Background: an optimization exercise with open tools, aiming at small area and a short achievable clock period. Do not read the settings as production practice.
Where RTL was checked, it was by simulation tests only, not by an equivalence proof against the original.
Function not checked in run 2: the RTL went through the layout flow alone.
Power and IR drop assume default switching activity.

==> flow/design.v (outline; a module is shown in full before it is edited, if it fits) <==
// module AdderPair: 24 lines
// module Comparator: 6 lines
// module Counter: 16 lines
// module FA: 7 lines
// module Multiply16x16: 1363 lines
// module Multiply8x8: 369 lines
// module Tree8x8: 299 lines
// module MuxMod: 14 lines
// module PathSegment: 20 lines
// module ChipLevel: 23 lines
module ChipLevel (
   input  logic [15:0] data16_a, data16_b, data16_c, data16_d,
   input  logic [7:0] din_a, din_b,
   input  logic [1:0] sel,
   input  logic clk, cin, rst, start,
   input  logic s1, s2, op,
   output logic [15:0] mux_out, regout,
   output logic [31:0] m32_out,
   output logic cout1, cout2, comp_out1, comp_out2
);
  // ...
==> flow/flow/run.sh <==
#!/bin/bash
# Layout flow: the standard one, except that synthesis keeps the design's FA
# modules as the library's full-adder cell (flow/synth_fa.tcl) and leaves the
# remaining logic to ABC without re-extracting adders from it.  The
# registers must come out exactly as in the standard synthesis (same names
# and cell types); if they do not, the standard synthesis is used instead.
set -uo pipefail
R=orfs/results/$FLOW_PLATFORM/ChipLevel/base

bash standard.sh synth > std_synth.log 2>&1 || exit 1
cp $R/1_2_yosys.v std_1_2_yosys.v

# 2. the synthesis with full-adder cells, in a work folder of its own
MK=$(sed -n 's/^make -C \S* \(.*\) "\${@:-finish}"$/\1/p' standard.sh | sed 's|WORK_HOME=\S*||; s|SYNTH_SCRIPT=\S*||')
eval make -C "$FLOW_HOME" $MK WORK_HOME="$PWD/orfs_fa" SYNTH_SCRIPT="$PWD/flow/synth_fa.tcl" \
  "SYNTH_KEEP_MODULES=FA" "ADDER_MAP_FILE=" synth > fa_synth.log 2>&1
ok=$?
if [[ $ok -eq 0 ]] && python3 flow/same_regs.py std_1_2_yosys.v orfs_fa/results/$FLOW_PLATFORM/ChipLevel/base/1_2_yosys.v > regs_check.log 2>&1; then
  echo "using the full-adder synthesis" > synth_choice.log
  cp orfs_fa/results/$FLOW_PLATFORM/ChipLevel/base/1_2_yosys.v $R/1_2_yosys.v
  rm -f $R/1_synth.odb $R/1_synth.sdc
else
  echo "using the standard synthesis (fa synth exit $ok)" > synth_choice.log
fi

# 3. the rest of the standard flow
bash standard.sh finish > std_finish.log 2>&1
==> flow/flow/same_regs.py <==
"""Exit 0 if two netlists have the same flip-flops (instance names and cell types)."""
import re, sys

def regs(path):
    txt = open(path).read()
    return sorted(re.findall(r'(sky130_fd_sc_hd__(?:df|edf|sdf|dl)\w*)\s+(\S+)\s*\(', txt))

a, b = regs(sys.argv[1]), regs(sys.argv[2])
print(len(a), "registers in the standard synthesis,", len(b), "in the other")
if a != b or not a:
    print("differ:", sorted(set(a) ^ set(b))[:20])
    sys.exit(1)
print("same")
==> flow/flow/synth_fa.tcl <==
# synth_recipe.tcl with one change: the FA (and HA) modules, kept as hierarchy
# through SYNTH_KEEP_MODULES, become the library's full (and half) adder
# cells instead of being flattened and re-extracted.
proc synth {args} { yosys synth -nofsm -noshare {*}$args }
source $::env(SCRIPTS_DIR)/synth.tcl
foreach {m c} {FA sky130_fd_sc_hd__fa_1 HA sky130_fd_sc_hd__ha_1} {
  if {[lsearch -exact $::env(SYNTH_KEEP_MODULES) $m] >= 0} {
    chtype -set $c t:$m
    delete $m
  }
}
# left out here: clear keep_hierarchy, flatten, clean up, hide names made inside functions
tee -o $::env(REPORTS_DIR)/synth_stat_fa.txt stat {*}$lib_args
# left out here: write 1_2_yosys.v
==> flow/standard.sh <==
#!/bin/bash
# synth_recipe.tcl (not shown) runs the flow's synth.tcl, then flattens the netlist and writes it again
# the make line also repeats each setting of config.mk as NAME=value (left out here)
make -C /OpenROAD-flow-scripts/flow DESIGN_CONFIG=/design/flow/config.mk WORK_HOME=/design/flow/orfs CLKGATE_MAP_FILE= SYNTH_SCRIPT=/design/flow/synth_recipe.tcl "${@:-finish}"
==> flow/config.mk <==
export PLATFORM = sky130hd
export DESIGN_NAME = ChipLevel
export DESIGN_NICKNAME = ChipLevel
export VERILOG_FILES = /design/flow/design.v
export SDC_FILE = /design/flow/constraint.sdc
export NUM_CORES = 4
export LEC_CHECK = 0
export CAP_MARGIN = 20
export CORE_MARGIN = 2
export CORE_UTILIZATION = 60
export SETUP_SLACK_MARGIN = 4.0
export SLEW_MARGIN = 20
==> flow/constraint.sdc <==
create_clock -name core_clock -period 8.0 [get_ports {clk}]
set_input_delay 1.6000 -clock core_clock [delete_from_list [all_inputs] [get_ports {clk}]]
set_output_delay 1.6000 -clock core_clock [all_outputs]
set_load 0.01 [all_outputs]
==> notes.md, run 1 <==
CTS H-tree depth 4; f_max 189 MHz; Max IR drop VDD 0.000323 V; Cell Int Power 4.06 mW; first-pass GRT wire length 77300 um; Placed Instances 2124; Hold Crit Start u1.lo1[6]$_DFF_P_; Layout Nets 2365; wire length on met3 4420 um; Yosys Warn Count 6; sequential power 1.52 mW; outcome no timing/DRC/antenna violations; RSZ-0062 raised after global routing true; Die H 171 um; min-delay worst type reg -> reg; final worst path period need 5.29 ns; Core ar. 27600 um^2; Slew @ Worst Pin 0.770 ns; R2R Path Start u7.ADATA[2]$_DFFE_PP_; Hold Path Cell Cnt 0; synthesized instance count 1691; # rows 61; Lkg Pwr 8.51 nW; gr ovfl total 0; DRT antenna net count 0; GP Congestion 0.867; number of diodes 1; Post-CTS Setup Inserts 178; fin crit share 66.1%; Iter 0 DRT Violations 1255; routed wire length per instance 21.4 um; hold_buf cts 0; Non-Clock Buffer Count 416; syn nets 2057
==> module AdderPair, before the edit <==
module AdderPair (
  input  logic        clk,
  input  logic [15:0] ain, bin,
  input  logic        cin,
  output logic [15:0] ad16,    
  output logic        cout1,
  output logic [15:0] s,       
  output logic        cout2,
  output logic        lt       
);
  logic [8:0] lo1, hi1;        
  logic       c1, c2;          
  logic [7:0] s_hi;
  always_ff @(posedge clk) begin
    lo1 <= {1'b0, ain[7:0]}  + {1'b0, bin[7:0]} + {8'd0, cin};
    hi1 <= {1'b0, ain[15:8]} + {1'b0, bin[15:8]};
    c1  <= lo1[8];
    c2  <= c1;
    {cout1, ad16} <= {hi1 + {8'd0, lo1[8]}, lo1[7:0]};
    {cout2, s_hi} <= hi1 + {8'd0, c2};
    lt <= (c2 & ~lo1[8] & ~&hi1[7:0]) | (lo1[8] & ~c2 & &hi1[7:0]);
  end
  assign s = {s_hi, ad16[7:0]};
endmodule
==> module Multiply16x16, before the edit <==
module Multiply16x16 (
  input  logic clk,
  input  logic [15:0] a,
  input  logic [15:0] b,
  output logic [31:0] p
);
logic pp0_0;
logic pp0_1;
logic pp0_2;
logic pp0_3;
logic pp0_4;
logic pp0_5;
logic pp0_6;
logic pp0_7;
logic pp0_8;
logic pp0_9;
logic pp0_10;
logic pp0_11;
logic pp0_12;
logic pp0_13;
logic pp0_14;
logic pp0_15;
logic pp1_0;
logic pp1_1;
logic pp1_2;
logic pp1_3;
logic pp1_4;
logic pp1_5;
logic pp1_6;
logic pp1_7;
logic pp1_8;
logic pp1_9;
logic pp1_10;
logic pp1_11;
logic pp1_12;
logic pp1_13;
logic pp1_14;
logic pp1_15;
logic pp2_0;
logic pp2_1;
logic pp2_2;
logic pp2_3;
logic pp2_4;
logic pp2_5;
logic pp2_6;
logic pp2_7;
logic pp2_8;
logic pp2_9;
logic pp2_10;
logic pp2_11;
logic pp2_12;
logic pp2_13;
logic pp2_14;
logic pp2_15;
logic pp3_0;
logic pp3_1;
logic pp3_2;
logic pp3_3;
logic pp3_4;
logic pp3_5;
logic pp3_6;
logic pp3_7;
logic pp3_8;
logic pp3_9;
logic pp3_10;
logic pp3_11;
logic pp3_12;
logic pp3_13;
logic pp3_14;
logic pp3_15;
logic pp4_0;
logic pp4_1;
logic pp4_2;
logic pp4_3;
logic pp4_4;
logic pp4_5;
logic pp4_6;
logic pp4_7;
logic pp4_8;
logic pp4_9;
logic pp4_10;
logic pp4_11;
logic pp4_12;
logic pp4_13;
logic pp4_14;
logic pp4_15;
logic pp5_0;
logic pp5_1;
logic pp5_2;
logic pp5_3;
logic pp5_4;
logic pp5_5;
logic pp5_6;
logic pp5_7;
logic pp5_8;
logic pp5_9;
logic pp5_10;
logic pp5_11;
logic pp5_12;
logic pp5_13;
logic pp5_14;
logic pp5_15;
logic pp6_0;
logic pp6_1;
logic pp6_2;
logic pp6_3;
logic pp6_4;
logic pp6_5;
logic pp6_6;
logic pp6_7;
logic pp6_8;
logic pp6_9;
logic pp6_10;
logic pp6_11;
logic pp6_12;
logic pp6_13;
logic pp6_14;
logic pp6_15;
logic pp7_0;
logic pp7_1;
logic pp7_2;
logic pp7_3;
logic pp7_4;
logic pp7_5;
logic pp7_6;
logic pp7_7;
logic pp7_8;
logic pp7_9;
logic pp7_10;
logic pp7_11;
logic pp7_12;
logic pp7_13;
logic pp7_14;
logic pp7_15;
logic pp8_0;
logic pp8_1;
logic pp8_2;
logic pp8_3;
logic pp8_4;
logic pp8_5;
logic pp8_6;
logic pp8_7;
logic pp8_8;
logic pp8_9;
logic pp8_10;
logic pp8_11;
logic pp8_12;
logic pp8_13;
logic pp8_14;
logic pp8_15;
logic pp9_0;
logic pp9_1;
logic pp9_2;
logic pp9_3;
logic pp9_4;
logic pp9_5;
logic pp9_6;
logic pp9_7;
logic pp9_8;
logic pp9_9;
logic pp9_10;
logic pp9_11;
logic pp9_12;
logic pp9_13;
logic pp9_14;
logic pp9_15;
logic pp10_0;
logic pp10_1;
logic pp10_2;
logic pp10_3;
logic pp10_4;
logic pp10_5;
logic pp10_6;
logic pp10_7;
logic pp10_8;
logic pp10_9;
logic pp10_10;
logic pp10_11;
logic pp10_12;
logic pp10_13;
logic pp10_14;
logic pp10_15;
logic pp11_0;
logic pp11_1;
logic pp11_2;
logic pp11_3;
logic pp11_4;
logic pp11_5;
logic pp11_6;
logic pp11_7;
logic pp11_8;
logic pp11_9;
logic pp11_10;
logic pp11_11;
logic pp11_12;
logic pp11_13;
logic pp11_14;
logic pp11_15;
logic pp12_0;
logic pp12_1;
logic pp12_2;
logic pp12_3;
logic pp12_4;
logic pp12_5;
logic pp12_6;
logic pp12_7;
logic pp12_8;
logic pp12_9;
logic pp12_10;
logic pp12_11;
logic pp12_12;
logic pp12_13;
logic pp12_14;
logic pp12_15;
logic pp13_0;
logic pp13_1;
logic pp13_2;
logic pp13_3;
logic pp13_4;
logic pp13_5;
logic pp13_6;
logic pp13_7;
logic pp13_8;
logic pp13_9;
logic pp13_10;
logic pp13_11;
logic pp13_12;
logic pp13_13;
logic pp13_14;
logic pp13_15;
logic pp14_0;
logic pp14_1;
logic pp14_2;
logic pp14_3;
logic pp14_4;
logic pp14_5;
logic pp14_6;
logic pp14_7;
logic pp14_8;
logic pp14_9;
logic pp14_10;
logic pp14_11;
logic pp14_12;
logic pp14_13;
logic pp14_14;
logic pp14_15;
logic pp15_0;
logic pp15_1;
logic pp15_2;
logic pp15_3;
logic pp15_4;
logic pp15_5;
logic pp15_6;
logic pp15_7;
logic pp15_8;
logic pp15_9;
logic pp15_10;
logic pp15_11;
logic pp15_12;
logic pp15_13;
logic pp15_14;
logic pp15_15;
logic t1;
logic t2;
logic t3;
logic t4;
logic t5;
logic t6;
logic t7;
logic t8;
logic t9;
logic t10;
logic t11;
logic t12;
logic t13;
logic t14;
logic t15;
logic t16;
logic t17;
logic t18;
logic t19;
logic t20;
logic t21;
logic t22;
logic t23;
logic t24;
logic t25;
logic t26;
logic t27;
logic t28;
logic t29;
logic t30;
logic t31;
logic t32;
logic t33;
logic t34;
logic t35;
logic t36;
logic t37;
logic t38;
logic t39;
logic t40;
logic t41;
logic t42;
logic t43;
logic t44;
logic t45;
logic t46;
logic t47;
logic t48;
logic t49;
logic t50;
logic t51;
logic t52;
logic t53;
logic t54;
logic t55;
logic t56;
logic t57;
logic t58;
logic t59;
logic t60;
logic t61;
logic t62;
logic t63;
logic t64;
logic t65;
logic t66;
logic t67;
logic t68;
logic t69;
logic t70;
logic t71;
logic t72;
logic t73;
logic t74;
logic t75;
logic t76;
logic t77;
logic t78;
logic t79;
logic t80;
logic t81;
logic t82;
logic t83;
logic t84;
logic t85;
logic t86;
logic t87;
logic t88;
logic t89;
logic t90;
logic t91;
logic t92;
logic t93;
logic t94;
logic t95;
logic t96;
logic t97;
logic t98;
logic t99;
logic t100;
logic t101;
logic t102;
logic t103;
logic t104;
logic t105;
logic t106;
logic t107;
logic t108;
logic t109;
logic t110;
logic t111;
logic t112;
logic t113;
logic t114;
logic t115;
logic t116;
logic t117;
logic t118;
logic t119;
logic t120;
logic t121;
logic t122;
logic t123;
logic t124;
logic t125;
logic t126;
logic t127;
logic t128;
logic t129;
logic t130;
logic t131;
logic t132;
logic t133;
logic t134;
logic t135;
logic t136;
logic t137;
logic t138;
logic t139;
logic t140;
logic t141;
logic t142;
logic t143;
logic t144;
logic t145;
logic t146;
logic t147;
logic t148;
logic t149;
logic t150;
logic t151;
logic t152;
logic t153;
logic t154;
logic t155;
logic t156;
logic t157;
logic t158;
logic t159;
logic t160;
logic t161;
logic t162;
logic t163;
logic t164;
logic t165;
logic t166;
logic t167;
logic t168;
logic t169;
logic t170;
logic t171;
logic t172;
logic t173;
logic t174;
logic t175;
logic t176;
logic t177;
logic t178;
logic t179;
logic t180;
logic t181;
logic t182;
logic t183;
logic t184;
logic t185;
logic t186;
logic t187;
logic t188;
logic t189;
logic t190;
logic t191;
logic t192;
logic t193;
logic t194;
logic t195;
logic t196;
logic t197;
logic t198;
logic t199;
logic t200;
logic t201;
logic t202;
logic t203;
logic t204;
logic t205;
logic t206;
logic t207;
logic t208;
logic t209;
logic t210;
logic t211;
logic t212;
logic t213;
logic t214;
logic t215;
logic t216;
logic t217;
logic t218;
logic t219;
logic t220;
logic t221;
logic t222;
logic t223;
logic t224;
logic t225;
logic t226;
logic t227;
logic t228;
logic t229;
logic t230;
logic t231;
logic t232;
logic t233;
logic t234;
logic t235;
logic t236;
logic t237;
logic t238;
logic t239;
logic t240;
logic t241;
logic t242;
logic t243;
logic t244;
logic t245;
logic t246;
logic t247;
logic t248;
logic t249;
logic t250;
logic t251;
logic t252;
logic t253;
logic t254;
logic t255;
logic t256;
logic t257;
logic t258;
logic t259;
logic t260;
logic t261;
logic t262;
logic t263;
logic t264;
logic t265;
logic t266;
logic t267;
logic t268;
logic t269;
logic t270;
logic t271;
logic t272;
logic t273;
logic t274;
logic t275;
logic t276;
logic t277;
logic t278;
logic t279;
logic t280;
logic t281;
logic t282;
logic t283;
logic t284;
logic t285;
logic t286;
logic t287;
logic t288;
logic t289;
logic t290;
logic t291;
logic t292;
logic t293;
logic t294;
logic t295;
logic t296;
logic t297;
logic t298;
logic t299;
logic t300;
logic t301;
logic t302;
logic t303;
logic t304;
logic t305;
logic t306;
logic t307;
logic t308;
logic t309;
logic t310;
logic t311;
logic t312;
logic t313;
logic t314;
logic t315;
logic t316;
logic t317;
logic t318;
logic t319;
logic t320;
logic t321;
logic t322;
logic t323;
logic t324;
logic t325;
logic t326;
logic t327;
logic t328;
logic t329;
logic t330;
logic t331;
logic t332;
logic t333;
logic t334;
logic t335;
logic t336;
logic t337;
logic t338;
logic t339;
logic t340;
logic t341;
logic t342;
logic t343;
logic t344;
logic t345;
logic t346;
logic t347;
logic t348;
logic t349;
logic t350;
logic t351;
logic t352;
logic t353;
logic t354;
logic t355;
logic t356;
logic t357;
logic t358;
logic t359;
logic t360;
logic t361;
logic t362;
logic t363;
logic t364;
logic t365;
logic t366;
logic t367;
logic t368;
logic t369;
logic t370;
logic t371;
logic t372;
logic t373;
logic t374;
logic t375;
logic t376;
logic t377;
logic t378;
logic t379;
logic t380;
logic t381;
logic t382;
logic t383;
logic t384;
logic t385;
logic t386;
logic t387;
logic t388;
logic t389;
logic t390;
logic t391;
logic t392;
logic t393;
logic t394;
logic t395;
logic t396;
logic t397;
logic t398;
logic t399;
logic t400;
logic t401;
logic t402;
logic t403;
logic t404;
logic t405;
logic t406;
logic t407;
logic t408;
logic t409;
logic t410;
logic t411;
logic t412;
logic t413;
logic t414;
logic t415;
logic t416;
logic t417;
logic t418;
logic t419;
logic t420;
logic t421;
logic t422;
logic t423;
logic t424;
logic t425;
logic t426;
logic t427;
logic t428;
logic t429;
logic t430;
logic t431;
logic t432;
logic t433;
logic t434;
assign pp0_0 = ~(a[0] & b[0]);
assign pp0_1 = ~(a[0] & b[1]);
assign pp0_2 = ~(a[0] & b[2]);
assign pp0_3 = ~(a[0] & b[3]);
assign pp0_4 = ~(a[0] & b[4]);
assign pp0_5 = ~(a[0] & b[5]);
assign pp0_6 = ~(a[0] & b[6]);
assign pp0_7 = ~(a[0] & b[7]);
assign pp0_8 = ~(a[0] & b[8]);
assign pp0_9 = ~(a[0] & b[9]);
assign pp0_10 = ~(a[0] & b[10]);
assign pp0_11 = ~(a[0] & b[11]);
assign pp0_12 = ~(a[0] & b[12]);
assign pp0_13 = ~(a[0] & b[13]);
assign pp0_14 = ~(a[0] & b[14]);
assign pp0_15 = ~(a[0] & b[15]);
assign pp1_0 = ~(a[1] & b[0]);
assign pp1_1 = ~(a[1] & b[1]);
assign pp1_2 = ~(a[1] & b[2]);
assign pp1_3 = ~(a[1] & b[3]);
assign pp1_4 = ~(a[1] & b[4]);
assign pp1_5 = ~(a[1] & b[5]);
assign pp1_6 = ~(a[1] & b[6]);
assign pp1_7 = ~(a[1] & b[7]);
assign pp1_8 = ~(a[1] & b[8]);
assign pp1_9 = ~(a[1] & b[9]);
assign pp1_10 = ~(a[1] & b[10]);
assign pp1_11 = ~(a[1] & b[11]);
assign pp1_12 = ~(a[1] & b[12]);
assign pp1_13 = ~(a[1] & b[13]);
assign pp1_14 = ~(a[1] & b[14]);
assign pp1_15 = ~(a[1] & b[15]);
assign pp2_0 = ~(a[2] & b[0]);
assign pp2_1 = ~(a[2] & b[1]);
assign pp2_2 = ~(a[2] & b[2]);
assign pp2_3 = ~(a[2] & b[3]);
assign pp2_4 = ~(a[2] & b[4]);
assign pp2_5 = ~(a[2] & b[5]);
assign pp2_6 = ~(a[2] & b[6]);
assign pp2_7 = ~(a[2] & b[7]);
assign pp2_8 = ~(a[2] & b[8]);
assign pp2_9 = ~(a[2] & b[9]);
assign pp2_10 = ~(a[2] & b[10]);
assign pp2_11 = ~(a[2] & b[11]);
assign pp2_12 = ~(a[2] & b[12]);
assign pp2_13 = ~(a[2] & b[13]);
assign pp2_14 = ~(a[2] & b[14]);
assign pp2_15 = ~(a[2] & b[15]);
assign pp3_0 = ~(a[3] & b[0]);
assign pp3_1 = ~(a[3] & b[1]);
assign pp3_2 = ~(a[3] & b[2]);
assign pp3_3 = ~(a[3] & b[3]);
assign pp3_4 = ~(a[3] & b[4]);
assign pp3_5 = ~(a[3] & b[5]);
assign pp3_6 = ~(a[3] & b[6]);
assign pp3_7 = ~(a[3] & b[7]);
assign pp3_8 = ~(a[3] & b[8]);
assign pp3_9 = ~(a[3] & b[9]);
assign pp3_10 = ~(a[3] & b[10]);
assign pp3_11 = ~(a[3] & b[11]);
assign pp3_12 = ~(a[3] & b[12]);
assign pp3_13 = ~(a[3] & b[13]);
assign pp3_14 = ~(a[3] & b[14]);
assign pp3_15 = ~(a[3] & b[15]);
assign pp4_0 = ~(a[4] & b[0]);
assign pp4_1 = ~(a[4] & b[1]);
assign pp4_2 = ~(a[4] & b[2]);
assign pp4_3 = ~(a[4] & b[3]);
assign pp4_4 = ~(a[4] & b[4]);
assign pp4_5 = ~(a[4] & b[5]);
assign pp4_6 = ~(a[4] & b[6]);
assign pp4_7 = ~(a[4] & b[7]);
assign pp4_8 = ~(a[4] & b[8]);
assign pp4_9 = ~(a[4] & b[9]);
assign pp4_10 = ~(a[4] & b[10]);
assign pp4_11 = ~(a[4] & b[11]);
assign pp4_12 = ~(a[4] & b[12]);
assign pp4_13 = ~(a[4] & b[13]);
assign pp4_14 = ~(a[4] & b[14]);
assign pp4_15 = ~(a[4] & b[15]);
assign pp5_0 = ~(a[5] & b[0]);
assign pp5_1 = ~(a[5] & b[1]);
assign pp5_2 = ~(a[5] & b[2]);
assign pp5_3 = ~(a[5] & b[3]);
assign pp5_4 = ~(a[5] & b[4]);
assign pp5_5 = ~(a[5] & b[5]);
assign pp5_6 = ~(a[5] & b[6]);
assign pp5_7 = ~(a[5] & b[7]);
assign pp5_8 = ~(a[5] & b[8]);
assign pp5_9 = ~(a[5] & b[9]);
assign pp5_10 = ~(a[5] & b[10]);
assign pp5_11 = ~(a[5] & b[11]);
assign pp5_12 = ~(a[5] & b[12]);
assign pp5_13 = ~(a[5] & b[13]);
assign pp5_14 = ~(a[5] & b[14]);
assign pp5_15 = ~(a[5] & b[15]);
assign pp6_0 = ~(a[6] & b[0]);
assign pp6_1 = ~(a[6] & b[1]);
assign pp6_2 = ~(a[6] & b[2]);
assign pp6_3 = ~(a[6] & b[3]);
assign pp6_4 = ~(a[6] & b[4]);
assign pp6_5 = ~(a[6] & b[5]);
assign pp6_6 = ~(a[6] & b[6]);
assign pp6_7 = ~(a[6] & b[7]);
assign pp6_8 = ~(a[6] & b[8]);
assign pp6_9 = ~(a[6] & b[9]);
assign pp6_10 = ~(a[6] & b[10]);
assign pp6_11 = ~(a[6] & b[11]);
assign pp6_12 = ~(a[6] & b[12]);
assign pp6_13 = ~(a[6] & b[13]);
assign pp6_14 = ~(a[6] & b[14]);
assign pp6_15 = ~(a[6] & b[15]);
assign pp7_0 = ~(a[7] & b[0]);
assign pp7_1 = ~(a[7] & b[1]);
assign pp7_2 = ~(a[7] & b[2]);
assign pp7_3 = ~(a[7] & b[3]);
assign pp7_4 = ~(a[7] & b[4]);
assign pp7_5 = ~(a[7] & b[5]);
assign pp7_6 = ~(a[7] & b[6]);
assign pp7_7 = ~(a[7] & b[7]);
assign pp7_8 = ~(a[7] & b[8]);
assign pp7_9 = ~(a[7] & b[9]);
assign pp7_10 = ~(a[7] & b[10]);
assign pp7_11 = ~(a[7] & b[11]);
assign pp7_12 = ~(a[7] & b[12]);
assign pp7_13 = ~(a[7] & b[13]);
assign pp7_14 = ~(a[7] & b[14]);
assign pp7_15 = ~(a[7] & b[15]);
assign pp8_0 = ~(a[8] & b[0]);
assign pp8_1 = ~(a[8] & b[1]);
assign pp8_2 = ~(a[8] & b[2]);
assign pp8_3 = ~(a[8] & b[3]);
assign pp8_4 = ~(a[8] & b[4]);
assign pp8_5 = ~(a[8] & b[5]);
assign pp8_6 = ~(a[8] & b[6]);
assign pp8_7 = ~(a[8] & b[7]);
assign pp8_8 = ~(a[8] & b[8]);
assign pp8_9 = ~(a[8] & b[9]);
assign pp8_10 = ~(a[8] & b[10]);
assign pp8_11 = ~(a[8] & b[11]);
assign pp8_12 = ~(a[8] & b[12]);
assign pp8_13 = ~(a[8] & b[13]);
assign pp8_14 = ~(a[8] & b[14]);
assign pp8_15 = ~(a[8] & b[15]);
assign pp9_0 = ~(a[9] & b[0]);
assign pp9_1 = ~(a[9] & b[1]);
assign pp9_2 = ~(a[9] & b[2]);
assign pp9_3 = ~(a[9] & b[3]);
assign pp9_4 = ~(a[9] & b[4]);
assign pp9_5 = ~(a[9] & b[5]);
assign pp9_6 = ~(a[9] & b[6]);
assign pp9_7 = ~(a[9] & b[7]);
assign pp9_8 = ~(a[9] & b[8]);
assign pp9_9 = ~(a[9] & b[9]);
assign pp9_10 = ~(a[9] & b[10]);
assign pp9_11 = ~(a[9] & b[11]);
assign pp9_12 = ~(a[9] & b[12]);
assign pp9_13 = ~(a[9] & b[13]);
assign pp9_14 = ~(a[9] & b[14]);
assign pp9_15 = ~(a[9] & b[15]);
assign pp10_0 = ~(a[10] & b[0]);
assign pp10_1 = ~(a[10] & b[1]);
assign pp10_2 = ~(a[10] & b[2]);
assign pp10_3 = ~(a[10] & b[3]);
assign pp10_4 = ~(a[10] & b[4]);
assign pp10_5 = ~(a[10] & b[5]);
assign pp10_6 = ~(a[10] & b[6]);
assign pp10_7 = ~(a[10] & b[7]);
assign pp10_8 = ~(a[10] & b[8]);
assign pp10_9 = ~(a[10] & b[9]);
assign pp10_10 = ~(a[10] & b[10]);
assign pp10_11 = ~(a[10] & b[11]);
assign pp10_12 = ~(a[10] & b[12]);
assign pp10_13 = ~(a[10] & b[13]);
assign pp10_14 = ~(a[10] & b[14]);
assign pp10_15 = ~(a[10] & b[15]);
assign pp11_0 = ~(a[11] & b[0]);
assign pp11_1 = ~(a[11] & b[1]);
assign pp11_2 = ~(a[11] & b[2]);
assign pp11_3 = ~(a[11] & b[3]);
assign pp11_4 = ~(a[11] & b[4]);
assign pp11_5 = ~(a[11] & b[5]);
assign pp11_6 = ~(a[11] & b[6]);
assign pp11_7 = ~(a[11] & b[7]);
assign pp11_8 = ~(a[11] & b[8]);
assign pp11_9 = ~(a[11] & b[9]);
assign pp11_10 = ~(a[11] & b[10]);
assign pp11_11 = ~(a[11] & b[11]);
assign pp11_12 = ~(a[11] & b[12]);
assign pp11_13 = ~(a[11] & b[13]);
assign pp11_14 = ~(a[11] & b[14]);
assign pp11_15 = ~(a[11] & b[15]);
assign pp12_0 = ~(a[12] & b[0]);
assign pp12_1 = ~(a[12] & b[1]);
assign pp12_2 = ~(a[12] & b[2]);
assign pp12_3 = ~(a[12] & b[3]);
assign pp12_4 = ~(a[12] & b[4]);
assign pp12_5 = ~(a[12] & b[5]);
assign pp12_6 = ~(a[12] & b[6]);
assign pp12_7 = ~(a[12] & b[7]);
assign pp12_8 = ~(a[12] & b[8]);
assign pp12_9 = ~(a[12] & b[9]);
assign pp12_10 = ~(a[12] & b[10]);
assign pp12_11 = ~(a[12] & b[11]);
assign pp12_12 = ~(a[12] & b[12]);
assign pp12_13 = ~(a[12] & b[13]);
assign pp12_14 = ~(a[12] & b[14]);
assign pp12_15 = ~(a[12] & b[15]);
assign pp13_0 = ~(a[13] & b[0]);
assign pp13_1 = ~(a[13] & b[1]);
assign pp13_2 = ~(a[13] & b[2]);
assign pp13_3 = ~(a[13] & b[3]);
assign pp13_4 = ~(a[13] & b[4]);
assign pp13_5 = ~(a[13] & b[5]);
assign pp13_6 = ~(a[13] & b[6]);
assign pp13_7 = ~(a[13] & b[7]);
assign pp13_8 = ~(a[13] & b[8]);
assign pp13_9 = ~(a[13] & b[9]);
assign pp13_10 = ~(a[13] & b[10]);
assign pp13_11 = ~(a[13] & b[11]);
assign pp13_12 = ~(a[13] & b[12]);
assign pp13_13 = ~(a[13] & b[13]);
assign pp13_14 = ~(a[13] & b[14]);
assign pp13_15 = ~(a[13] & b[15]);
assign pp14_0 = ~(a[14] & b[0]);
assign pp14_1 = ~(a[14] & b[1]);
assign pp14_2 = ~(a[14] & b[2]);
assign pp14_3 = ~(a[14] & b[3]);
assign pp14_4 = ~(a[14] & b[4]);
assign pp14_5 = ~(a[14] & b[5]);
assign pp14_6 = ~(a[14] & b[6]);
assign pp14_7 = ~(a[14] & b[7]);
assign pp14_8 = ~(a[14] & b[8]);
assign pp14_9 = ~(a[14] & b[9]);
assign pp14_10 = ~(a[14] & b[10]);
assign pp14_11 = ~(a[14] & b[11]);
assign pp14_12 = ~(a[14] & b[12]);
assign pp14_13 = ~(a[14] & b[13]);
assign pp14_14 = ~(a[14] & b[14]);
assign pp14_15 = ~(a[14] & b[15]);
assign pp15_0 = ~(a[15] & b[0]);
assign pp15_1 = ~(a[15] & b[1]);
assign pp15_2 = ~(a[15] & b[2]);
assign pp15_3 = ~(a[15] & b[3]);
assign pp15_4 = ~(a[15] & b[4]);
assign pp15_5 = ~(a[15] & b[5]);
assign pp15_6 = ~(a[15] & b[6]);
assign pp15_7 = ~(a[15] & b[7]);
assign pp15_8 = ~(a[15] & b[8]);
assign pp15_9 = ~(a[15] & b[9]);
assign pp15_10 = ~(a[15] & b[10]);
assign pp15_11 = ~(a[15] & b[11]);
assign pp15_12 = ~(a[15] & b[12]);
assign pp15_13 = ~(a[15] & b[13]);
assign pp15_14 = ~(a[15] & b[14]);
assign pp15_15 = ~(a[15] & b[15]);
assign t1 = ~(pp0_1 ^ pp1_0);
assign t2 = pp0_1 | pp1_0;
FA fa1 (.A(pp0_2), .B(pp1_1), .CIN(pp2_0), .COUT(t4), .SUM(t3));
assign t5 = ~(t2 ^ t3);
assign t6 = t2 | t3;
FA fa2 (.A(pp0_3), .B(pp1_2), .CIN(pp2_1), .COUT(t8), .SUM(t7));
FA fa3 (.A(pp3_0), .B(t4), .CIN(t7), .COUT(t10), .SUM(t9));
assign t11 = ~(t6 ^ t9);
assign t12 = t6 | t9;
FA fa4 (.A(pp0_4), .B(pp1_3), .CIN(pp2_2), .COUT(t14), .SUM(t13));
FA fa5 (.A(pp3_1), .B(pp4_0), .CIN(t8), .COUT(t16), .SUM(t15));
FA fa6 (.A(t13), .B(t15), .CIN(t10), .COUT(t18), .SUM(t17));
assign t19 = ~(t12 ^ t17);
assign t20 = t12 | t17;
FA fa7 (.A(pp0_5), .B(pp1_4), .CIN(pp2_3), .COUT(t22), .SUM(t21));
FA fa8 (.A(pp3_2), .B(pp4_1), .CIN(pp5_0), .COUT(t24), .SUM(t23));
FA fa9 (.A(t14), .B(t21), .CIN(t23), .COUT(t26), .SUM(t25));
FA fa10 (.A(t16), .B(t25), .CIN(t18), .COUT(t28), .SUM(t27));
assign t29 = ~(t20 ^ t27);
assign t30 = t20 | t27;
FA fa11 (.A(pp0_6), .B(pp1_5), .CIN(pp2_4), .COUT(t32), .SUM(t31));
FA fa12 (.A(pp3_3), .B(pp4_2), .CIN(pp5_1), .COUT(t34), .SUM(t33));
FA fa13 (.A(pp6_0), .B(t22), .CIN(t24), .COUT(t36), .SUM(t35));
FA fa14 (.A(t31), .B(t33), .CIN(t35), .COUT(t38), .SUM(t37));
FA fa15 (.A(t26), .B(t37), .CIN(t28), .COUT(t40), .SUM(t39));
assign t41 = ~(t30 ^ t39);
assign t42 = t30 | t39;
FA fa16 (.A(pp0_7), .B(pp1_6), .CIN(pp2_5), .COUT(t44), .SUM(t43));
FA fa17 (.A(pp3_4), .B(pp4_3), .CIN(pp5_2), .COUT(t46), .SUM(t45));
FA fa18 (.A(pp6_1), .B(pp7_0), .CIN(t32), .COUT(t48), .SUM(t47));
FA fa19 (.A(t34), .B(t43), .CIN(t45), .COUT(t50), .SUM(t49));
FA fa20 (.A(t36), .B(t47), .CIN(t49), .COUT(t52), .SUM(t51));
FA fa21 (.A(t38), .B(t51), .CIN(t40), .COUT(t54), .SUM(t53));
assign t55 = ~(t42 ^ t53);
assign t56 = t42 | t53;
FA fa22 (.A(pp0_8), .B(pp1_7), .CIN(pp2_6), .COUT(t58), .SUM(t57));
FA fa23 (.A(pp3_5), .B(pp4_4), .CIN(pp5_3), .COUT(t60), .SUM(t59));
FA fa24 (.A(pp6_2), .B(pp7_1), .CIN(pp8_0), .COUT(t62), .SUM(t61));
FA fa25 (.A(t44), .B(t46), .CIN(t57), .COUT(t64), .SUM(t63));
FA fa26 (.A(t59), .B(t61), .CIN(t48), .COUT(t66), .SUM(t65));
FA fa27 (.A(t50), .B(t63), .CIN(t65), .COUT(t68), .SUM(t67));
FA fa28 (.A(t52), .B(t67), .CIN(t54), .COUT(t70), .SUM(t69));
FA fa29 (.A(pp0_9), .B(pp1_8), .CIN(pp2_7), .COUT(t72), .SUM(t71));
FA fa30 (.A(pp3_6), .B(pp4_5), .CIN(pp5_4), .COUT(t74), .SUM(t73));
FA fa31 (.A(pp6_3), .B(pp7_2), .CIN(pp8_1), .COUT(t76), .SUM(t75));
FA fa32 (.A(pp9_0), .B(t58), .CIN(t60), .COUT(t78), .SUM(t77));
FA fa33 (.A(t62), .B(t71), .CIN(t73), .COUT(t80), .SUM(t79));
FA fa34 (.A(t75), .B(t77), .CIN(t64), .COUT(t82), .SUM(t81));
FA fa35 (.A(t79), .B(t66), .CIN(t81), .COUT(t84), .SUM(t83));
assign t85 = ~(t68 ^ t83);
assign t86 = t68 | t83;
FA fa36 (.A(pp0_10), .B(pp10_0), .CIN(pp1_9), .COUT(t88), .SUM(t87));
FA fa37 (.A(pp2_8), .B(pp3_7), .CIN(pp4_6), .COUT(t90), .SUM(t89));
FA fa38 (.A(pp5_5), .B(pp6_4), .CIN(pp7_3), .COUT(t92), .SUM(t91));
FA fa39 (.A(pp8_2), .B(pp9_1), .CIN(t72), .COUT(t94), .SUM(t93));
FA fa40 (.A(t74), .B(t76), .CIN(t87), .COUT(t96), .SUM(t95));
FA fa41 (.A(t89), .B(t91), .CIN(t78), .COUT(t98), .SUM(t97));
FA fa42 (.A(t93), .B(t80), .CIN(t95), .COUT(t100), .SUM(t99));
FA fa43 (.A(t82), .B(t97), .CIN(t99), .COUT(t102), .SUM(t101));
assign t103 = ~(t84 ^ t101);
assign t104 = t84 | t101;
FA fa44 (.A(pp0_11), .B(pp10_1), .CIN(pp11_0), .COUT(t106), .SUM(t105));
FA fa45 (.A(pp1_10), .B(pp2_9), .CIN(pp3_8), .COUT(t108), .SUM(t107));
FA fa46 (.A(pp4_7), .B(pp5_6), .CIN(pp6_5), .COUT(t110), .SUM(t109));
FA fa47 (.A(pp7_4), .B(pp8_3), .CIN(pp9_2), .COUT(t112), .SUM(t111));
FA fa48 (.A(t88), .B(t90), .CIN(t92), .COUT(t114), .SUM(t113));
FA fa49 (.A(t105), .B(t107), .CIN(t109), .COUT(t116), .SUM(t115));
FA fa50 (.A(t111), .B(t94), .CIN(t113), .COUT(t118), .SUM(t117));
FA fa51 (.A(t96), .B(t115), .CIN(t98), .COUT(t120), .SUM(t119));
FA fa52 (.A(t117), .B(t100), .CIN(t119), .COUT(t122), .SUM(t121));
assign t123 = ~(t102 ^ t121);
assign t124 = t102 | t121;
FA fa53 (.A(pp0_12), .B(pp10_2), .CIN(pp11_1), .COUT(t126), .SUM(t125));
FA fa54 (.A(pp12_0), .B(pp1_11), .CIN(pp2_10), .COUT(t128), .SUM(t127));
FA fa55 (.A(pp3_9), .B(pp4_8), .CIN(pp5_7), .COUT(t130), .SUM(t129));
FA fa56 (.A(pp6_6), .B(pp7_5), .CIN(pp8_4), .COUT(t132), .SUM(t131));
FA fa57 (.A(pp9_3), .B(t106), .CIN(t108), .COUT(t134), .SUM(t133));
FA fa58 (.A(t110), .B(t112), .CIN(t125), .COUT(t136), .SUM(t135));
FA fa59 (.A(t127), .B(t129), .CIN(t131), .COUT(t138), .SUM(t137));
FA fa60 (.A(t114), .B(t133), .CIN(t116), .COUT(t140), .SUM(t139));
FA fa61 (.A(t135), .B(t137), .CIN(t118), .COUT(t142), .SUM(t141));
FA fa62 (.A(t139), .B(t120), .CIN(t141), .COUT(t144), .SUM(t143));
assign t145 = ~(t122 ^ t143);
assign t146 = t122 | t143;
FA fa63 (.A(pp0_13), .B(pp10_3), .CIN(pp11_2), .COUT(t148), .SUM(t147));
FA fa64 (.A(pp12_1), .B(pp13_0), .CIN(pp1_12), .COUT(t150), .SUM(t149));
FA fa65 (.A(pp2_11), .B(pp3_10), .CIN(pp4_9), .COUT(t152), .SUM(t151));
FA fa66 (.A(pp5_8), .B(pp6_7), .CIN(pp7_6), .COUT(t154), .SUM(t153));
FA fa67 (.A(pp8_5), .B(pp9_4), .CIN(t126), .COUT(t156), .SUM(t155));
FA fa68 (.A(t128), .B(t130), .CIN(t132), .COUT(t158), .SUM(t157));
FA fa69 (.A(t147), .B(t149), .CIN(t151), .COUT(t160), .SUM(t159));
FA fa70 (.A(t153), .B(t134), .CIN(t155), .COUT(t162), .SUM(t161));
FA fa71 (.A(t157), .B(t136), .CIN(t138), .COUT(t164), .SUM(t163));
FA fa72 (.A(t159), .B(t140), .CIN(t161), .COUT(t166), .SUM(t165));
FA fa73 (.A(t163), .B(t142), .CIN(t165), .COUT(t168), .SUM(t167));
assign t169 = ~(t144 ^ t167);
assign t170 = t144 | t167;
FA fa74 (.A(pp0_14), .B(pp10_4), .CIN(pp11_3), .COUT(t172), .SUM(t171));
FA fa75 (.A(pp12_2), .B(pp13_1), .CIN(pp14_0), .COUT(t174), .SUM(t173));
FA fa76 (.A(pp1_13), .B(pp2_12), .CIN(pp3_11), .COUT(t176), .SUM(t175));
FA fa77 (.A(pp4_10), .B(pp5_9), .CIN(pp6_8), .COUT(t178), .SUM(t177));
FA fa78 (.A(pp7_7), .B(pp8_6), .CIN(pp9_5), .COUT(t180), .SUM(t179));
FA fa79 (.A(t148), .B(t150), .CIN(t152), .COUT(t182), .SUM(t181));
FA fa80 (.A(t154), .B(t171), .CIN(t173), .COUT(t184), .SUM(t183));
FA fa81 (.A(t175), .B(t177), .CIN(t179), .COUT(t186), .SUM(t185));
FA fa82 (.A(t156), .B(t158), .CIN(t181), .COUT(t188), .SUM(t187));
FA fa83 (.A(t160), .B(t183), .CIN(t185), .COUT(t190), .SUM(t189));
FA fa84 (.A(t162), .B(t164), .CIN(t187), .COUT(t192), .SUM(t191));
FA fa85 (.A(t189), .B(t166), .CIN(t191), .COUT(t194), .SUM(t193));
assign t195 = ~(t168 ^ t193);
assign t196 = t168 | t193;
FA fa86 (.A(pp0_15), .B(pp10_5), .CIN(pp11_4), .COUT(t198), .SUM(t197));
FA fa87 (.A(pp12_3), .B(pp13_2), .CIN(pp14_1), .COUT(t200), .SUM(t199));
FA fa88 (.A(pp15_0), .B(pp1_14), .CIN(pp2_13), .COUT(t202), .SUM(t201));
FA fa89 (.A(pp3_12), .B(pp4_11), .CIN(pp5_10), .COUT(t204), .SUM(t203));
FA fa90 (.A(pp6_9), .B(pp7_8), .CIN(pp8_7), .COUT(t206), .SUM(t205));
FA fa91 (.A(pp9_6), .B(t172), .CIN(t174), .COUT(t208), .SUM(t207));
FA fa92 (.A(t176), .B(t178), .CIN(t180), .COUT(t210), .SUM(t209));
FA fa93 (.A(t197), .B(t199), .CIN(t201), .COUT(t212), .SUM(t211));
FA fa94 (.A(t203), .B(t205), .CIN(t182), .COUT(t214), .SUM(t213));
FA fa95 (.A(t207), .B(t209), .CIN(t184), .COUT(t216), .SUM(t215));
FA fa96 (.A(t186), .B(t211), .CIN(t188), .COUT(t218), .SUM(t217));
FA fa97 (.A(t213), .B(t190), .CIN(t215), .COUT(t220), .SUM(t219));
FA fa98 (.A(t192), .B(t217), .CIN(t219), .COUT(t222), .SUM(t221));
assign t223 = ~(t194 ^ t221);
assign t224 = t194 | t221;
FA fa99 (.A(pp10_6), .B(pp11_5), .CIN(pp12_4), .COUT(t226), .SUM(t225));
FA fa100 (.A(pp13_3), .B(pp14_2), .CIN(pp15_1), .COUT(t228), .SUM(t227));
FA fa101 (.A(pp1_15), .B(pp2_14), .CIN(pp3_13), .COUT(t230), .SUM(t229));
FA fa102 (.A(pp4_12), .B(pp5_11), .CIN(pp6_10), .COUT(t232), .SUM(t231));
FA fa103 (.A(pp7_9), .B(pp8_8), .CIN(pp9_7), .COUT(t234), .SUM(t233));
FA fa104 (.A(t198), .B(t200), .CIN(t202), .COUT(t236), .SUM(t235));
FA fa105 (.A(t204), .B(t206), .CIN(t225), .COUT(t238), .SUM(t237));
FA fa106 (.A(t227), .B(t229), .CIN(t231), .COUT(t240), .SUM(t239));
FA fa107 (.A(t233), .B(t208), .CIN(t210), .COUT(t242), .SUM(t241));
FA fa108 (.A(t235), .B(t212), .CIN(t237), .COUT(t244), .SUM(t243));
FA fa109 (.A(t239), .B(t214), .CIN(t216), .COUT(t246), .SUM(t245));
FA fa110 (.A(t241), .B(t243), .CIN(t218), .COUT(t248), .SUM(t247));
FA fa111 (.A(t220), .B(t245), .CIN(t247), .COUT(t250), .SUM(t249));
assign t251 = ~(t222 ^ t224);
assign t252 = t222 | t224;
FA fa112 (.A(pp10_7), .B(pp11_6), .CIN(pp12_5), .COUT(t254), .SUM(t253));
FA fa113 (.A(pp13_4), .B(pp14_3), .CIN(pp15_2), .COUT(t256), .SUM(t255));
FA fa114 (.A(pp2_15), .B(pp3_14), .CIN(pp4_13), .COUT(t258), .SUM(t257));
FA fa115 (.A(pp5_12), .B(pp6_11), .CIN(pp7_10), .COUT(t260), .SUM(t259));
FA fa116 (.A(pp8_9), .B(pp9_8), .CIN(t226), .COUT(t262), .SUM(t261));
FA fa117 (.A(t228), .B(t230), .CIN(t232), .COUT(t264), .SUM(t263));
FA fa118 (.A(t234), .B(t253), .CIN(t255), .COUT(t266), .SUM(t265));
FA fa119 (.A(t257), .B(t259), .CIN(t236), .COUT(t268), .SUM(t267));
FA fa120 (.A(t261), .B(t263), .CIN(t238), .COUT(t270), .SUM(t269));
FA fa121 (.A(t240), .B(t265), .CIN(t242), .COUT(t272), .SUM(t271));
FA fa122 (.A(t267), .B(t244), .CIN(t269), .COUT(t274), .SUM(t273));
FA fa123 (.A(t246), .B(t271), .CIN(t273), .COUT(t276), .SUM(t275));
FA fa124 (.A(t248), .B(t275), .CIN(t250), .COUT(t278), .SUM(t277));
FA fa125 (.A(pp10_8), .B(pp11_7), .CIN(pp12_6), .COUT(t280), .SUM(t279));
FA fa126 (.A(pp13_5), .B(pp14_4), .CIN(pp15_3), .COUT(t282), .SUM(t281));
FA fa127 (.A(pp3_15), .B(pp4_14), .CIN(pp5_13), .COUT(t284), .SUM(t283));
FA fa128 (.A(pp6_12), .B(pp7_11), .CIN(pp8_10), .COUT(t286), .SUM(t285));
FA fa129 (.A(pp9_9), .B(t254), .CIN(t256), .COUT(t288), .SUM(t287));
FA fa130 (.A(t258), .B(t260), .CIN(t279), .COUT(t290), .SUM(t289));
FA fa131 (.A(t281), .B(t283), .CIN(t285), .COUT(t292), .SUM(t291));
FA fa132 (.A(t262), .B(t264), .CIN(t287), .COUT(t294), .SUM(t293));
FA fa133 (.A(t266), .B(t289), .CIN(t291), .COUT(t296), .SUM(t295));
FA fa134 (.A(t268), .B(t270), .CIN(t293), .COUT(t298), .SUM(t297));
FA fa135 (.A(t295), .B(t272), .CIN(t274), .COUT(t300), .SUM(t299));
FA fa136 (.A(t297), .B(t276), .CIN(t299), .COUT(t302), .SUM(t301));
FA fa137 (.A(pp10_9), .B(pp11_8), .CIN(pp12_7), .COUT(t304), .SUM(t303));
FA fa138 (.A(pp13_6), .B(pp14_5), .CIN(pp15_4), .COUT(t306), .SUM(t305));
FA fa139 (.A(pp4_15), .B(pp5_14), .CIN(pp6_13), .COUT(t308), .SUM(t307));
FA fa140 (.A(pp7_12), .B(pp8_11), .CIN(pp9_10), .COUT(t310), .SUM(t309));
FA fa141 (.A(t280), .B(t282), .CIN(t284), .COUT(t312), .SUM(t311));
FA fa142 (.A(t286), .B(t303), .CIN(t305), .COUT(t314), .SUM(t313));
FA fa143 (.A(t307), .B(t309), .CIN(t288), .COUT(t316), .SUM(t315));
FA fa144 (.A(t311), .B(t290), .CIN(t292), .COUT(t318), .SUM(t317));
FA fa145 (.A(t313), .B(t294), .CIN(t315), .COUT(t320), .SUM(t319));
FA fa146 (.A(t296), .B(t317), .CIN(t298), .COUT(t322), .SUM(t321));
FA fa147 (.A(t319), .B(t300), .CIN(t321), .COUT(t324), .SUM(t323));
FA fa148 (.A(pp10_10), .B(pp11_9), .CIN(pp12_8), .COUT(t326), .SUM(t325));
FA fa149 (.A(pp13_7), .B(pp14_6), .CIN(pp15_5), .COUT(t328), .SUM(t327));
FA fa150 (.A(pp5_15), .B(pp6_14), .CIN(pp7_13), .COUT(t330), .SUM(t329));
FA fa151 (.A(pp8_12), .B(pp9_11), .CIN(t304), .COUT(t332), .SUM(t331));
FA fa152 (.A(t306), .B(t308), .CIN(t310), .COUT(t334), .SUM(t333));
FA fa153 (.A(t325), .B(t327), .CIN(t329), .COUT(t336), .SUM(t335));
FA fa154 (.A(t312), .B(t331), .CIN(t333), .COUT(t338), .SUM(t337));
FA fa155 (.A(t314), .B(t335), .CIN(t316), .COUT(t340), .SUM(t339));
FA fa156 (.A(t318), .B(t337), .CIN(t320), .COUT(t342), .SUM(t341));
FA fa157 (.A(t339), .B(t322), .CIN(t341), .COUT(t344), .SUM(t343));
FA fa158 (.A(pp10_11), .B(pp11_10), .CIN(pp12_9), .COUT(t346), .SUM(t345));
FA fa159 (.A(pp13_8), .B(pp14_7), .CIN(pp15_6), .COUT(t348), .SUM(t347));
FA fa160 (.A(pp6_15), .B(pp7_14), .CIN(pp8_13), .COUT(t350), .SUM(t349));
FA fa161 (.A(pp9_12), .B(t326), .CIN(t328), .COUT(t352), .SUM(t351));
FA fa162 (.A(t330), .B(t345), .CIN(t347), .COUT(t354), .SUM(t353));
FA fa163 (.A(t349), .B(t332), .CIN(t334), .COUT(t356), .SUM(t355));
FA fa164 (.A(t351), .B(t336), .CIN(t353), .COUT(t358), .SUM(t357));
FA fa165 (.A(t338), .B(t355), .CIN(t357), .COUT(t360), .SUM(t359));
FA fa166 (.A(t340), .B(t359), .CIN(t342), .COUT(t362), .SUM(t361));
FA fa167 (.A(pp10_12), .B(pp11_11), .CIN(pp12_10), .COUT(t364), .SUM(t363));
FA fa168 (.A(pp13_9), .B(pp14_8), .CIN(pp15_7), .COUT(t366), .SUM(t365));
FA fa169 (.A(pp7_15), .B(pp8_14), .CIN(pp9_13), .COUT(t368), .SUM(t367));
FA fa170 (.A(t346), .B(t348), .CIN(t350), .COUT(t370), .SUM(t369));
FA fa171 (.A(t363), .B(t365), .CIN(t367), .COUT(t372), .SUM(t371));
FA fa172 (.A(t352), .B(t369), .CIN(t354), .COUT(t374), .SUM(t373));
FA fa173 (.A(t371), .B(t356), .CIN(t358), .COUT(t376), .SUM(t375));
FA fa174 (.A(t373), .B(t360), .CIN(t375), .COUT(t378), .SUM(t377));
FA fa175 (.A(pp10_13), .B(pp11_12), .CIN(pp12_11), .COUT(t380), .SUM(t379));
FA fa176 (.A(pp13_10), .B(pp14_9), .CIN(pp15_8), .COUT(t382), .SUM(t381));
FA fa177 (.A(pp8_15), .B(pp9_14), .CIN(t364), .COUT(t384), .SUM(t383));
FA fa178 (.A(t366), .B(t368), .CIN(t379), .COUT(t386), .SUM(t385));
FA fa179 (.A(t381), .B(t370), .CIN(t383), .COUT(t388), .SUM(t387));
FA fa180 (.A(t372), .B(t385), .CIN(t374), .COUT(t390), .SUM(t389));
FA fa181 (.A(t387), .B(t376), .CIN(t389), .COUT(t392), .SUM(t391));
FA fa182 (.A(pp10_14), .B(pp11_13), .CIN(pp12_12), .COUT(t394), .SUM(t393));
FA fa183 (.A(pp13_11), .B(pp14_10), .CIN(pp15_9), .COUT(t396), .SUM(t395));
FA fa184 (.A(pp9_15), .B(t380), .CIN(t382), .COUT(t398), .SUM(t397));
FA fa185 (.A(t393), .B(t395), .CIN(t384), .COUT(t400), .SUM(t399));
FA fa186 (.A(t397), .B(t386), .CIN(t388), .COUT(t402), .SUM(t401));
FA fa187 (.A(t399), .B(t390), .CIN(t401), .COUT(t404), .SUM(t403));
FA fa188 (.A(pp10_15), .B(pp11_14), .CIN(pp12_13), .COUT(t406), .SUM(t405));
FA fa189 (.A(pp13_12), .B(pp14_11), .CIN(pp15_10), .COUT(t408), .SUM(t407));
FA fa190 (.A(t394), .B(t396), .CIN(t405), .COUT(t410), .SUM(t409));
FA fa191 (.A(t407), .B(t398), .CIN(t409), .COUT(t412), .SUM(t411));
FA fa192 (.A(t400), .B(t411), .CIN(t402), .COUT(t414), .SUM(t413));
FA fa193 (.A(pp11_15), .B(pp12_14), .CIN(pp13_13), .COUT(t416), .SUM(t415));
FA fa194 (.A(pp14_12), .B(pp15_11), .CIN(t406), .COUT(t418), .SUM(t417));
FA fa195 (.A(t408), .B(t415), .CIN(t417), .COUT(t420), .SUM(t419));
FA fa196 (.A(t410), .B(t419), .CIN(t412), .COUT(t422), .SUM(t421));
FA fa197 (.A(pp12_15), .B(pp13_14), .CIN(pp14_13), .COUT(t424), .SUM(t423));
FA fa198 (.A(pp15_12), .B(t416), .CIN(t423), .COUT(t426), .SUM(t425));
FA fa199 (.A(t418), .B(t425), .CIN(t420), .COUT(t428), .SUM(t427));
FA fa200 (.A(pp13_15), .B(pp14_14), .CIN(pp15_13), .COUT(t430), .SUM(t429));
FA fa201 (.A(t424), .B(t429), .CIN(t426), .COUT(t432), .SUM(t431));
FA fa202 (.A(pp14_15), .B(pp15_14), .CIN(t430), .COUT(t434), .SUM(t433));
logic q0_0;
logic q0_1;
logic q0_2;
logic q0_3;
logic q0_4;
logic q0_5;
logic q0_6;
logic q0_7;
logic q0_8;
logic q0_9;
logic q0_10;
logic q0_11;
logic q0_12;
logic q0_13;
logic q0_14;
logic q0_15;
logic q0_16;
logic q0_17;
logic q0_18;
logic q0_19;
logic q0_20;
logic q0_21;
logic q0_22;
logic q0_23;
logic q0_24;
logic q0_25;
logic q0_26;
logic q0_27;
logic q0_28;
logic q0_29;
logic q0_30;
logic q1_8;
logic q1_9;
logic q1_10;
logic q1_11;
logic q1_12;
logic q1_13;
logic q1_14;
logic q1_15;
logic q1_16;
logic q1_17;
logic q1_18;
logic q1_19;
logic q1_20;
logic q1_21;
logic q1_22;
logic q1_23;
logic q1_24;
logic q1_25;
logic q1_26;
logic q1_27;
logic q1_28;
logic q1_29;
logic q1_30;
always_ff @(posedge clk) begin
  q0_0 <= pp0_0;
  q0_1 <= t1;
  q0_2 <= t5;
  q0_3 <= t11;
  q0_4 <= t19;
  q0_5 <= t29;
  q0_6 <= t41;
  q0_7 <= t55;
  q0_8 <= t56;
  q1_8 <= t69;
  q0_9 <= t70;
  q1_9 <= t85;
  q0_10 <= t86;
  q1_10 <= t103;
  q0_11 <= t104;
  q1_11 <= t123;
  q0_12 <= t124;
  q1_12 <= t145;
  q0_13 <= t146;
  q1_13 <= t169;
  q0_14 <= t170;
  q1_14 <= t195;
  q0_15 <= t196;
  q1_15 <= t223;
  q0_16 <= t249;
  q1_16 <= t251;
  q0_17 <= t252;
  q1_17 <= t277;
  q0_18 <= t278;
  q1_18 <= t301;
  q0_19 <= t302;
  q1_19 <= t323;
  q0_20 <= t324;
  q1_20 <= t343;
  q0_21 <= t344;
  q1_21 <= t361;
  q0_22 <= t362;
  q1_22 <= t377;
  q0_23 <= t378;
  q1_23 <= t391;
  q0_24 <= t392;
  q1_24 <= t403;
  q0_25 <= t404;
  q1_25 <= t413;
  q0_26 <= t414;
  q1_26 <= t421;
  q0_27 <= t422;
  q1_27 <= t427;
  q0_28 <= t428;
  q1_28 <= t431;
  q0_29 <= t432;
  q1_29 <= t433;
  q0_30 <= pp15_15;
  q1_30 <= t434;
end
logic [31:0] x, y;
assign x[0] = ~q0_0;
assign y[0] = 1'b0;
assign x[1] = ~q0_1;
assign y[1] = 1'b0;
assign x[2] = ~q0_2;
assign y[2] = 1'b0;
assign x[3] = ~q0_3;
assign y[3] = 1'b0;
assign x[4] = ~q0_4;
assign y[4] = 1'b0;
assign x[5] = ~q0_5;
assign y[5] = 1'b0;
assign x[6] = ~q0_6;
assign y[6] = 1'b0;
assign x[7] = ~q0_7;
assign y[7] = 1'b0;
assign x[8] = ~q0_8;
assign y[8] = ~q1_8;
assign x[9] = ~q0_9;
assign y[9] = ~q1_9;
assign x[10] = ~q0_10;
assign y[10] = ~q1_10;
assign x[11] = ~q0_11;
assign y[11] = ~q1_11;
assign x[12] = ~q0_12;
assign y[12] = ~q1_12;
assign x[13] = ~q0_13;
assign y[13] = ~q1_13;
assign x[14] = ~q0_14;
assign y[14] = ~q1_14;
assign x[15] = ~q0_15;
assign y[15] = ~q1_15;
assign x[16] = ~q0_16;
assign y[16] = ~q1_16;
assign x[17] = ~q0_17;
assign y[17] = ~q1_17;
assign x[18] = ~q0_18;
assign y[18] = ~q1_18;
assign x[19] = ~q0_19;
assign y[19] = ~q1_19;
assign x[20] = ~q0_20;
assign y[20] = ~q1_20;
assign x[21] = ~q0_21;
assign y[21] = ~q1_21;
assign x[22] = ~q0_22;
assign y[22] = ~q1_22;
assign x[23] = ~q0_23;
assign y[23] = ~q1_23;
assign x[24] = ~q0_24;
assign y[24] = ~q1_24;
assign x[25] = ~q0_25;
assign y[25] = ~q1_25;
assign x[26] = ~q0_26;
assign y[26] = ~q1_26;
assign x[27] = ~q0_27;
assign y[27] = ~q1_27;
assign x[28] = ~q0_28;
assign y[28] = ~q1_28;
assign x[29] = ~q0_29;
assign y[29] = ~q1_29;
assign x[30] = ~q0_30;
assign y[30] = ~q1_30;
assign x[31] = 1'b0;
assign y[31] = 1'b0;
logic [31:0] sum;
assign sum = x + y;
assign p = sum[31:0];
endmodule
==> module PathSegment, before the edit <==
module PathSegment (
  input  logic [15:0] R1, R2, R3, R4,
  input  logic S2, S1, clk,
  input  logic OP,
  output logic [15:0] REGOUT
);
logic [15:0] ADATA, BDATA;
logic [15:0] px, py;
always_ff @(posedge clk) begin
  if (!S2)      ADATA <= R3;
  else if (!S1) ADATA <= R1;
  if (S2)       BDATA <= R4;
  else if (S1)  BDATA <= R2;
end
Tree8x8 u_tree (.a(ADATA[7:0]), .b(BDATA[7:0]), .x(px), .y(py));
always_ff @(posedge clk) begin
  if (OP) REGOUT <= px + py;
  else    REGOUT <= ADATA + BDATA;
end
endmodule
==> run 2: changes to the inputs <==
--- a/flow/design.v
+++ b/flow/design.v
@@ -6,33 +6,67 @@
   output logic        cout1,
   output logic [15:0] s,       
   output logic        cout2,
   output logic        lt       
 );
   logic [8:0] lo1, hi1;        
   logic       c1, c2;          
   logic [7:0] s_hi;
+  logic [7:0] lo_s, hi_s;
+  logic       lo_c, hi_c;
+  PAdd #(.W(8)) u_lo (.a(ain[7:0]),  .b(bin[7:0]),  .ci(cin),  .s(lo_s), .co(lo_c));
+  PAdd #(.W(8)) u_hi (.a(ain[15:8]), .b(bin[15:8]), .ci(1'b0), .s(hi_s), .co(hi_c));
   always_ff @(posedge clk) begin
-    lo1 <= {1'b0, ain[7:0]}  + {1'b0, bin[7:0]} + {8'd0, cin};
-    hi1 <= {1'b0, ain[15:8]} + {1'b0, bin[15:8]};
+    lo1 <= {lo_c, lo_s};
+    hi1 <= {hi_c, hi_s};
     c1  <= lo1[8];
     c2  <= c1;
     {cout1, ad16} <= {hi1 + {8'd0, lo1[8]}, lo1[7:0]};
     {cout2, s_hi} <= hi1 + {8'd0, c2};
     lt <= (c2 & ~lo1[8] & ~&hi1[7:0]) | (lo1[8] & ~c2 & &hi1[7:0]);
   end
   assign s = {s_hi, ad16[7:0]};
 endmodule
 module Comparator (
   output logic cp_out,
   input  logic [15:0] ain, bin
   );
   assign cp_out = ain < bin;
 endmodule
+module PAdd #(
+  parameter int W = 16
+  ) (
+  input  logic [W-1:0] a, b,
+  input  logic         ci,
+  output logic [W-1:0] s,
+  output logic         co
+  );
+  localparam int N = W + 1;           
+  localparam int L = $clog2(N);
+  logic [N*(L+1)-1:0] g, p;
+  assign g[N-1:0] = {a & b, ci};
+  assign p[N-1:0] = {a ^ b, 1'b0};
+  for (genvar l = 0; l < L; l++) begin : lvl
+    for (genvar i = 0; i < N; i++) begin : bit_
+      if ((i >> l) & 1) begin : merge
+        localparam int J = ((i >> l) << l) - 1;
+        assign g[(l+1)*N+i] = g[l*N+i] | (p[l*N+i] & g[l*N+J]);
+        assign p[(l+1)*N+i] = p[l*N+i] & p[l*N+J];
+      end else begin : pass
+        assign g[(l+1)*N+i] = g[l*N+i];
+        assign p[(l+1)*N+i] = p[l*N+i];
+      end
+    end
+  end
+  for (genvar i = 1; i < N; i++) begin : sum
+    assign s[i-1] = p[i] ^ g[L*N+i-1];
+  end
+  assign co = g[L*N+N-1];
+endmodule
 module Counter (
   input  logic clk,
   input  logic rst,
   input  logic start,
   output logic [15:0] count
 );
   always_ff @(posedge clk) begin
     if (rst) begin
@@ -1406,17 +1440,17 @@
 assign y[28] = ~q1_28;
 assign x[29] = ~q0_29;
 assign y[29] = ~q1_29;
 assign x[30] = ~q0_30;
 assign y[30] = ~q1_30;
 assign x[31] = 1'b0;
 assign y[31] = 1'b0;
 logic [31:0] sum;
-assign sum = x + y;
+PAdd #(.W(32)) u_add (.a(x), .b(y), .ci(1'b0), .s(sum), .co());
 assign p = sum[31:0];
 endmodule
 module Multiply8x8 (
   input  logic clk,
   input  logic [7:0] a,
   input  logic [7:0] b,
   output logic [15:0] p
 );
@@ -1775,17 +1809,17 @@
 assign y[12] = ~q1_12;
 assign x[13] = ~q0_13;
 assign y[13] = ~q1_13;
 assign x[14] = ~q0_14;
 assign y[14] = ~q1_14;
 assign x[15] = 1'b0;
 assign y[15] = 1'b0;
 logic [15:0] sum;
-assign sum = x + y;
+PAdd #(.W(16)) u_add (.a(x), .b(y), .ci(1'b0), .s(sum), .co());
 assign p = sum[15:0];
 endmodule
 module Tree8x8 (
   input  logic [7:0] a,
   input  logic [7:0] b,
   output logic [15:0] x, y
 );
 logic pp0_0;
@@ -2098,27 +2132,29 @@
 endmodule
 module PathSegment (
   input  logic [15:0] R1, R2, R3, R4,
   input  logic S2, S1, clk,
   input  logic OP,
   output logic [15:0] REGOUT
 );
 logic [15:0] ADATA, BDATA;
-logic [15:0] px, py;
+logic [15:0] px, py, sa, sb, sum;
 always_ff @(posedge clk) begin
   if (!S2)      ADATA <= R3;
   else if (!S1) ADATA <= R1;
   if (S2)       BDATA <= R4;
   else if (S1)  BDATA <= R2;
 end
 Tree8x8 u_tree (.a(ADATA[7:0]), .b(BDATA[7:0]), .x(px), .y(py));
+assign sa = OP ? px : ADATA;
+assign sb = OP ? py : BDATA;
+PAdd #(.W(16)) u_add (.a(sa), .b(sb), .ci(1'b0), .s(sum), .co());
 always_ff @(posedge clk) begin
-  if (OP) REGOUT <= px + py;
-  else    REGOUT <= ADATA + BDATA;
+  REGOUT <= sum;
 end
 endmodule
 module ChipLevel (
    input  logic [15:0] data16_a, data16_b, data16_c, data16_d,
    input  logic [7:0] din_a, din_b,
    input  logic [1:0] sel,
    input  logic clk, cin, rst, start,
    input  logic s1, s2, op,
==> run 2 against run 1 <==
Critical path type unchanged. Power down 1.1%. Largest cell class unchanged. Still clean on timing, DRC and antenna. Combinational power down 3%. First-iteration DRC count up 25%.
==> notes.md, run 2 <==
crit-path leading delay family simple AND/OR/NAND/NOR gates (was adder cells); number of global-route vias before repair 14.5k (was 14.4k); hold_buf cts 0 (unchanged); synthesized instance count 1600 (was 1691); Global Route Usage Sum 37.5% (was 35.0%); GP Congestion 0.890 (was 0.867); die area 28200 um^2 (was 29200 um^2); fillers 1307 (was 1678); Placed Instances 2010 (was 2124); Die H 168 um (was 171 um); syn nets 1966 (was 2057); Max IR drop VDD 0.000335 V (was 0.000323 V); RSZ-0062 raised after global routing true (unchanged); Post-Layout Cell Count 2298 (was 2391); Slew @ Worst Pin 0.768 ns (was 0.770 ns); routed wire length per instance 25.1 um (was 21.4 um); fin crit share 66.6% (was 66.1%); Iter 0 DRT Violations 1573 (was 1255); CTS Sinks 189 (unchanged); Worst Setup End Kind output pin (unchanged); largest net degree at the start of global routing 35 (unchanged); Yosys Warn Count 6 (unchanged); Syn Std Cell Area 16100 um^2 (was 16700 um^2); CTS buffer count 17 (unchanged); total negative slack 0 ns (unchanged); Lkg Pwr 8.72 nW (was 8.51 nW); DRT antenna net count 0 (unchanged); # rows 60 (was 61); gr ovfl total 0 (unchanged); outcome no timing/DRC/antenna violations (unchanged); Mapped Avg Cell Area 10.1 um^2 (was 9.88 um^2); Final setup viols 0 (unchanged); Final Max Tran Viols 0 (unchanged); worst path cell trace xor2_1 -> nand3_1 -> nor2_2 -> a31oi_4 -> maj3_2 -> a2bb2oi_2 -> nor3_4 -> a311oi_4 -> maj3_2 -> o21ai_2 -> clkdlybuf4s15_1 (was nor2_4 -> a21oi_2 -> maj3_2 -> maj3_2 -> maj3_2 -> maj3_2 -> maj3_2 -> maj3_2 -> xnor2_2 -> mux4_2 -> buf_6); f_max 188 MHz (was 189 MHz); Layout Nets 2308 (was 2365); Detailed Route WL 57800 um (was 51300 um); min-delay worst type reg -> reg (unchanged); Chip Width 168 um (was 171 um); commonest cells after routing, fill and taps aside nand2_1 (377), buf_4 (160), fa_1 (150), dfxtp_1 (137), fa_2 (127) (was nand2_1 (385), buf_4 (172), fa_1 (152), dfxtp_1 (144), fa_2 (125)); CTS Buffer Depth 2 (unchanged); Max stage delay on crit path 0.45 ns (was 0.49 ns); Crit Path Category reg -> out (unchanged); Core ar. 26700 um^2 (was 27600 um^2); first-pass GRT wire length 80200 um (was 77300 um); final worst path period need 5.33 ns (was 5.29 ns); max cap viols 0 (unchanged); commonest non-fill, non-tap cell in the layout nand2_1 (unchanged); CTS H-tree depth 4 (unchanged)
run 2: per-stage QoR:
step / hold WS [ns] / worst slack [ns] / instance area, um^2
2_1_floorplan: 0.310 / 3.16 / 17500
3_3_place_gp: 0.310 / 2.14 / 18400
3_5_place_dp: 0.312 / 2.10 / 18400
4_1_cts: 0.323 / 2.78 / 21600
5_1_grt: 0.332 / 2.62 / 22800
6_report: 0.324 / 2.67 / 22800
run 2: layout make-up:
class | instances | area [um^2] | share of cell area [%]
flip-flops and latches | 189 | 4140 | 18.1
well taps | 341 | 427 | 1.87
multi-input cells | 1264 | 12700 | 55.7
repair buffers | 441 | 4760 | 20.9
inverters | 29 | 148 | 0.647
clock buffers | 17 | 425 | 1.86
diodes | 2 | 5.00 | 0.0219
clock inverters | 15 | 198 | 0.866
run 2: path summary, 6_finish.rpt:
kind	startpoint	endpoint	slack (ns)	cells after the start
max	u5.q0_19$_DFF_P_	m32_out[31]	2.67	11
min	u1.lo1[5]$_DFF_P_	u1.ad16[5]$_DFF_P_	0.32	0
max reg2reg	u7.BDATA[6]$_DFFE_PP_	u7.REGOUT[12]$_DFF_P_	3.94	13
min reg2reg	u1.lo1[5]$_DFF_P_	u1.ad16[5]$_DFF_P_	0.32	0
run 2: routing by layer:
layer | vias up | track usage (%) | wire (um)
li1 | 5793 | - | -
met1 | 6971 | 46.1 | 20100
met2 | 1033 | 61.2 | 27400
met3 | 365 | 8.27 | 5780
met4 | 0 | 22.3 | 4580
met5 | - | 0 | 0
run 2: where the power goes:
group / switching, mW / internal, mW / total [mW]
combinational: 2.14 / 2.28 / 4.42
sequential: 0.248 / 1.27 / 1.52
clock: 0.454 / 0.455 / 0.909
run 2: worst register-to-register path, cell delays in order, from the launching register on:
cell and delay [ns]:
edfxtp_1 0.48, buf_6 0.17, nand2_2 0.06, fa_1 0.45, fa_1 0.52, fa_1 0.59
fa_2 0.50, buf_6 0.15, xor2_2 0.16, a21oi_2 0.21, o31ai_4 0.07, buf_6 0.15
maj3_2 0.30, xor2_1 0.14
run 2: repair_timing:
item,4_1_cts,5_1_grt
setup endpoints to repair,106,80
endpoints found under the hold margin,0,0
resized for setup,617,195
pin swaps,129,142
cloned,11,0
buffers inserted,171,72

what the ideal ports hide:
The flow's constraints put no driver on any port. The routed layouts listed below were extracted and timed again, unchanged, in two steps. Step 1, drivers: a clkbuf_16 drives clk and a buf_2 each remaining input, both assumed. Step 2, shift: input delay + t, output delay - t, t = (earliest + latest rising clock arrival at the registers) / 2. This alone moves slack from input paths to output paths. Slacks: ideal / step 1 / step 2; pairs: ideal / step 1.
run	t (ns)	slack for setup (ns)	latest minus earliest clock arrival (ns)	cell pins on the clock port's net
run 1	0.499	2.714 / 2.659 / 2.957	0.014 / 0.014	1
run 2	0.489	2.673 / 2.625 / 2.803	0.013 / 0.014	1
After both steps every run listed still meets setup and hold.
